From an optimization exercise on the open Yosys and OpenROAD flow, aimed at small area, a short achievable clock period and few clock cycles per item; shortcuts taken in it are not production practice.
Function not checked in this run: the RTL went through the layout flow alone.
Power is estimated from default activity; no workload was simulated.

## design/flow/run.sh

```bash
#!/bin/bash
# synth_recipe.tcl (not shown) runs the flow's synth.tcl, then flattens the netlist and writes it again
# the make line also repeats each setting of config.mk as NAME=value (left out here)
make -C /OpenROAD-flow-scripts/flow DESIGN_CONFIG=/design/flow/config.mk WORK_HOME=/design/flow/orfs CLKGATE_MAP_FILE= SYNTH_SCRIPT=/design/flow/synth_recipe.tcl finish
```

## design/flow/config.mk

```make
export PLATFORM = sky130hd
export DESIGN_NAME = cache
export DESIGN_NICKNAME = cache
export VERILOG_FILES = /design/flow/design.v
export SDC_FILE = /design/flow/constraint.sdc
export NUM_CORES = 4
export LEC_CHECK = 0
export CAP_MARGIN = 20
export CORE_MARGIN = 2
export CORE_UTILIZATION = 40
export PLACE_DENSITY = 0.6
export SETUP_SLACK_MARGIN = 4.0
export SLEW_MARGIN = 20
```

## design/flow/constraint.sdc

```tcl
create_clock -name core_clock -period 7.5 [get_ports {clk}]
set_input_delay 1.5000 -clock core_clock [delete_from_list [all_inputs] [get_ports {clk}]]
set_output_delay 1.5000 -clock core_clock [all_outputs]
set_load 0.01 [all_outputs]
```

## design/flow/design.v

```verilog
module cache
(
    input clk,
    input rst,
    input  [11:0]  cpu_adr,
    input  [127:0] cpu_dat_m,
    input  [15:0]  cpu_sel,
    input          cpu_cyc,
    input          cpu_stb,
    input          cpu_we,
    output [127:0] cpu_dat_s,
    output         cpu_ack,
    output         cpu_rty,
    output [11:0]  mem_adr,
    output [127:0] mem_dat_m,
    output [15:0]  mem_sel,
    output         mem_cyc,
    output         mem_stb,
    output         mem_we,
    input  [127:0] mem_dat_s,
    input          mem_ack,
    input          mem_rty
);
logic [127:0] data_q [16];
logic [8:0]   tag_q  [16];
logic [15:0]  val_q;
logic [15:0]  dty_q;
logic [7:0]   lru_q;           
logic         ack_q;           
logic         wb_q;            
logic         fill_q;          
logic [15:0]  wline_q;         
logic [15:0]  rsel_q;          
logic [11:0]  madr_q;          
wire req  = cpu_cyc & cpu_stb;
wire idle = ~ack_q & ~wb_q & ~fill_q;
wire [2:0] set = cpu_adr[2:0];
wire [8:0] tg  = cpu_adr[11:3];
logic [15:0] match;            
logic [15:0] mline;            
logic [15:0] vline;            
always_comb begin
    for (int l = 0; l < 16; l++) begin
        match[l] = val_q[l] & (set == l[2:0]) & (tag_q[l] == tg);
        mline[l] = (set == l[2:0]) & (lru_q[l[2:0]] != l[3]);
        vline[l] = (set == l[2:0]) & (lru_q[l[2:0]] == l[3]);
    end
end
wire hit_m = |(match & mline);
wire hit_l = |(match & vline);
wire vd    = |(vline & dty_q);
logic [8:0] vtag;
always_comb begin
    vtag = '0;
    for (int l = 0; l < 16; l++)
        vtag = vtag | ({9{vline[l]}} & tag_q[l]);
end
wire start_fill = idle & req & ~hit_m & ~hit_l & ~vd;
wire wr_mru  = idle & req & cpu_we & hit_m;
wire wr_ack  = ack_q & cpu_we;
wire wr_fill = fill_q & mem_ack;
logic [15:0]  lwe;
logic [15:0]  be;
logic [127:0] wd;
always_comb begin
    for (int l = 0; l < 16; l++)
        lwe[l] = (wr_mru & mline[l]) | ((wr_ack | wr_fill) & wline_q[l]);
    for (int b = 0; b < 16; b++) begin
        be[b] = fill_q | cpu_sel[b];
        wd[8*b +: 8] = (fill_q & ~(cpu_we & cpu_sel[b])) ? mem_dat_s[8*b +: 8]
                                                         : cpu_dat_m[8*b +: 8];
    end
end
always_ff @(posedge clk) begin
    for (int l = 0; l < 16; l++)
        for (int b = 0; b < 16; b++)
            if (lwe[l] && be[b])
                data_q[l][8*b +: 8] <= wd[8*b +: 8];
end
always_ff @(posedge clk) begin
    for (int l = 0; l < 16; l++)
        if (wr_fill && wline_q[l])
            tag_q[l] <= madr_q[11:3];
end
always_ff @(posedge clk) begin
    if (rst) begin
        val_q <= '0;
        dty_q <= '0;
        lru_q <= '0;
    end else begin
        for (int l = 0; l < 16; l++) begin
            if (wr_fill && wline_q[l]) begin
                val_q[l] <= 1'b1;
                dty_q[l] <= cpu_we;
            end else if ((wr_mru && mline[l]) || (wr_ack && wline_q[l])) begin
                dty_q[l] <= 1'b1;
            end
        end
        for (int s = 0; s < 8; s++)
            if ((ack_q | wr_fill) && (wline_q[s] | wline_q[s + 8]))
                lru_q[s] <= ~lru_q[s];
    end
end
always_ff @(posedge clk) begin
    if (rst) begin
        ack_q   <= 1'b0;
        wb_q    <= 1'b0;
        fill_q  <= 1'b0;
        rsel_q  <= '0;
    end else if (idle) begin
        ack_q   <= req & hit_l;
        wb_q    <= req & ~hit_m & ~hit_l & vd;
        fill_q  <= start_fill;
        rsel_q  <= (req & ~hit_m & (hit_l | vd)) ? vline : 16'd0;
    end else if (ack_q) begin
        ack_q   <= 1'b0;
        rsel_q  <= '0;
    end else if (wb_q) begin
        if (mem_ack) begin
            wb_q   <= 1'b0;
            fill_q <= 1'b1;
            rsel_q <= '0;
        end
    end else if (fill_q) begin
        if (mem_ack)
            fill_q <= 1'b0;
    end
end
always_ff @(posedge clk) begin
    if (idle) begin
        wline_q <= vline;
        madr_q  <= vd ? {vtag, set} : cpu_adr;
    end else if (wb_q & mem_ack) begin
        madr_q  <= cpu_adr;
    end
end
logic [127:0] dout;
always_comb begin
    dout = {128{fill_q}} & mem_dat_s;
    for (int l = 0; l < 16; l++)
        dout = dout | ({128{(idle & mline[l]) | rsel_q[l]}} & data_q[l]);
end
wire ackc = (idle & hit_m) | ack_q | (fill_q & mem_ack);
assign cpu_ack   = req & ackc;
assign cpu_rty   = req & ~ackc;
assign cpu_dat_s = dout;
assign mem_adr   = idle ? cpu_adr : madr_q;
assign mem_dat_m = dout;
assign mem_sel   = 16'hffff;
assign mem_cyc   = start_fill | wb_q | fill_q;
assign mem_stb   = start_fill | wb_q | fill_q;
assign mem_we    = wb_q;
endmodule
```

==> metrics.md <==
| Metric | Value |
|---|---|
| Gr usage total | 30.6% |
| Grt ovf | 0 |
| Int Pwr | approximately 0.021 W |
| Hpwl dp | approximately 190000 um |
| H-tree levels | 4 |
| Post-route minimum period | 5.58 ns |
| Routed wire per std cell | about 37 um |
| CP Launch Type | primary input |
| Clock Sinks | between 2k and 2.5k |
| Reg-to-reg critical path startpoint | lru_q[4] |
| Hold Crit Depth | 2 |
| Most used DFF post-synth | edfxtp_1 |
| Critical path fanouts, max | 8 |
| Bufs on Longest Clock Path | 3 |
| I/O Buffers | approximately 560 |
| Most frequent cells in the layout | edfxtp_1, buf_6, buf_12, a22oi_1, buf_4 |
| Worst Reg-to-Reg Cells | 18 |
| Sw frac | a little under a quarter |
| Design area | 127000 um2 |
| Ys Warns | 3 |
| Vias/cell | between 6 and 7 |
| Finish-stage setup viols | 0 |
| Die height | approximately 470 um |
| Gate Count Post-Synth | 5120 |
| Die area | ~230000 um2 |
| Min-delay src | val_q[7] |
| Distinct cells, synth | 70 |
| CP Data Arrival Time | just over 4 ns |
| Starting Density | 40.3% |
| Clock share of power | slightly below 40% |
| Setup Skew | 0.0517 ns |
| Setup Crit Path Kind | in -> out |
| Register area share after synthesis | between 70% and 80% |
| Iteration-0 DRC Markers | approximately 11k |
| End of the worst hold path | val_q[7] |
| Max Cap Viol | 0 |
| Worst-skew pair later-pin latency | slightly above 0.9 ns |
| TritonCTS clock tree | built |
| Worst min path class | reg -> reg |
| Fraction of layout cells with a size suffix above 1 | about 40% |
| Routability cong. | just over 0.9 |
| Final Hold Fails | 0 |
| Unrepaired setup endpoints after global routing | true |
| R2r setup slk | 3.41 ns |
| Root Driver | clkbuf_16 |
| Synth async-reset ratio | 0% |
| Number of global-route vias before repair | just under 60k |
| Relative slew margins | approximately a quarter |
| Most common cell after layout, fill and taps aside | edfxtp_1 |
| Drt total wl | ~360000 um |
| Worst vdd ir | 0.000253 V |
| Drt pass-1 iters | 8 |
| Via count | roughly 63k |
| Dpl cell area | approximately 100000 um2 |
| Initial antenna violation count | 19 |
| Core ar. | ~220000 um2 |
| Final Power | 0.0278 W |
| Number of synthesized flops with an enable pin | approximately 2.2k |
| Max Slew Vio Count | 0 |
| Sequential share of power | between 50% and 60% |
| Top post-synthesis cells by area | edfxtp_1, a22oi_1, a221oi_1 |
| First-pass GRT wire length | about 480000 um |
| Layout Nets | roughly 7.1k |
| Yosys top cell area share | between 70% and 80% |
| Row Count | roughly 170 |
| PD cells | about 220 nW/um2 |
| Syn_area_per_cell | approximately 17 um2 |
| Cell taking the most area after synthesis | edfxtp_1 |
| Total negative slack | 0 ns |
| Tcrit/Tclk final | roughly three quarters |
| CP Data Required Time | around 6.0 ns |
| Fmax | ~180 MHz |
| Status | no timing/DRC/antenna violations |
| Worst Max-Slew Pin Slew | between 1 and 1.5 ns |
| # DRC | 0 |
| Cell leakage power | ~42 nW |
| Area Growth Syn to Fin | 42.8% |
| Clock slew at reported path FFs | ~0.060 ns |
| CTS Buf Count | around 220 |
| CP Capture Type | output pin |
| Largest net degree at the start of global routing | 63 |
| Sw power | approximately 0.0065 W |
| Fill count | 16.1k |
| CTS Hold Bufs | 0 |
| Reg2reg end | data_q[13][98] |
| Post-Syn Area | roughly 89000 um2 |
| Logic pwr share | 9.4% |
| Register bit total from synthesis | roughly 2.3k |
| Post-DRT Antenna Nets | 0 |
| IO Count | 580 |
| Die Width | ~470 um |
==> kinds of logic (layout without fill, tap and decap cells) <==
family,count (synthesis),count (layout),share of synthesized area (%)
other,1,25,0.00423
buffers and inverters,519,2326,3.24
flip-flops,2279,2279,76.6
AND/OR/NAND/NOR,527,529,3.52
multiplexers,176,176,2.21
AO/OA/AOI/OAI,1466,1478,13.0
XOR/XNOR,152,152,1.50
==> critical path: stages <==
cell	delay [ns]
buf_12	0.12
buf_12	0.14
nor2b_4	0.15
or3b_4	0.27
inv_6	0.05
a21o_4	0.27
buf_16	0.19
buf_6	0.13
a22o_1	0.19
a221oi_2	0.19
and3_1	0.21
nand4_1	0.24
buf_6	0.25
buf_6	0.12
==> final cells by class <==
class | instances | area [um2] | area share, %
flip-flops and latches | 2279 | 67900 | 53.6
repair buffers | 1889 | 24100 | 19.0
multi-input cells | 2351 | 23700 | 18.7
clock buffers | 273 | 5840 | 4.62
well taps | 2958 | 3700 | 2.92
clock inverters | 145 | 1230 | 0.973
inverters | 19 | 128 | 0.101
diodes | 9 | 22.5 | 0.0178
==> timing repair <==
action                                  in CTS  in global routing
gates cloned                                82                 14
setup buffers                              897                127
pin swaps                                  584                457
resized for setup                         1997                293
endpoints found under the setup margin    2618               2351
==> power groups by stage <==
| stage | Combinational (W) | Sequential (W) | Clock, W |
|---|---|---|---|
| 2_1_floorplan | 0.00110 | 0.0144 | 0 |
| 3_3_place_gp | 0.00206 | 0.0145 | 0 |
| 3_5_place_dp | 0.00208 | 0.0145 | 0 |
| 4_1_cts | 0.00248 | 0.0142 | 0.0110 |
| 5_1_grt | 0.00269 | 0.0142 | 0.0115 |
| 6_report | 0.00261 | 0.0142 | 0.0110 |
==> worst max path at each step <==
stage	start	endpoint	slack (ns)	depth (start not counted)
final	cpu_adr[1]	cpu_dat_s[1]	1.92	14
after global routing	cpu_adr[1]	cpu_dat_s[81]	1.95	15
after CTS	cpu_adr[1]	cpu_dat_s[46]	2.04	12
after detailed placement	cpu_adr[0]	cpu_dat_s[95]	0.60	12
after global placement	cpu_adr[0]	mem_dat_m[95]	0.62	12
after floorplan	cpu_adr[2]	mem_stb	2.66	13
==> sequential cells by signal, indices dropped and copies added (netlist names) <==
name and count:
ack_q 1, data_q 2048, dty_q 16, fill_q 1, lru_q 8, madr_q 12, rsel_q 16, tag_q 144
val_q 16, wb_q 1, wline_q 16
==> metrics by stage <==
step	worst slack, ns	util [%]	cells	hold slack [ns]
after global placement	0.621	46.1	8375	0.452
after CTS	2.04	56.3	9772	0.473
after detailed placement	0.597	46.1	8375	0.460
after global routing	1.95	57.5	9919	0.509
final	1.92	57.5	9923	0.479
after floorplan	2.66	-	5135	0.422
==> cells in the mapped netlist, types with 6 or more instances <==
cell type	n
a22o_1	225
xor2_1	6
buf_4	150
and4_1	9
o211ai_4	8
mux2_2	154
nand2_1	57
a21boi_1	16
o21ai_0	12
nor4_1	28
nor2_1	65
nand4_1	168
a21oi_1	274
and3_1	114
buf_2	105
o41ai_2	7
o211ai_2	9
inv_1	9
a221oi_1	242
mux2i_1	22
nand3_1	15
a21oi_2	10
nand4b_1	25
a222oi_1	136
a21o_1	18
buf_6	22
a22oi_1	479
edfxtp_1	2220
nand3b_1	6
o41ai_1	6
dfxtp_1	59
xnor2_1	146
o22ai_1	7
nor3_1	10
buf_1	40
clkbuf_1	178
==> routing by layer <==
| layer | vias to the layer above | global-route usage, % | share of wire, % |
|---|---|---|---|
| met5 | - | 0 | 0.012 |
| li1 | 24800 | - | - |
| met4 | 6 | 15.2 | 6.1 |
| met2 | 5174 | 46.7 | 45 |
| met1 | 31900 | 40.2 | 36 |
| met3 | 981 | 8.64 | 14 |

## port drivers added, routing unchanged
Ports are ideal in the flow. The routed layout listed here was re-timed in OpenROAD.
Step 1: set_driving_cell puts a clkbuf_16 on clk and a buf_2 on each other input, an assumption about the parent block.
Step 2 moves the port delays by t, midway between the first and last clock arrival at a register: inputs arrive t later, outputs are due t later. That takes back most of the time a late clock gives input paths.
a / b / c = ideal / step 1 / step 2; a / b = the first two.
t, ns: 0.982
slack for setup (ns): 1.921 / 1.874 / 1.874
worst setup path after step 2: input to output
After both steps this run still meets setup and hold. For this run, drivers alone change the setup slack by -0.047 ns; drivers and shift together by -0.047 ns.
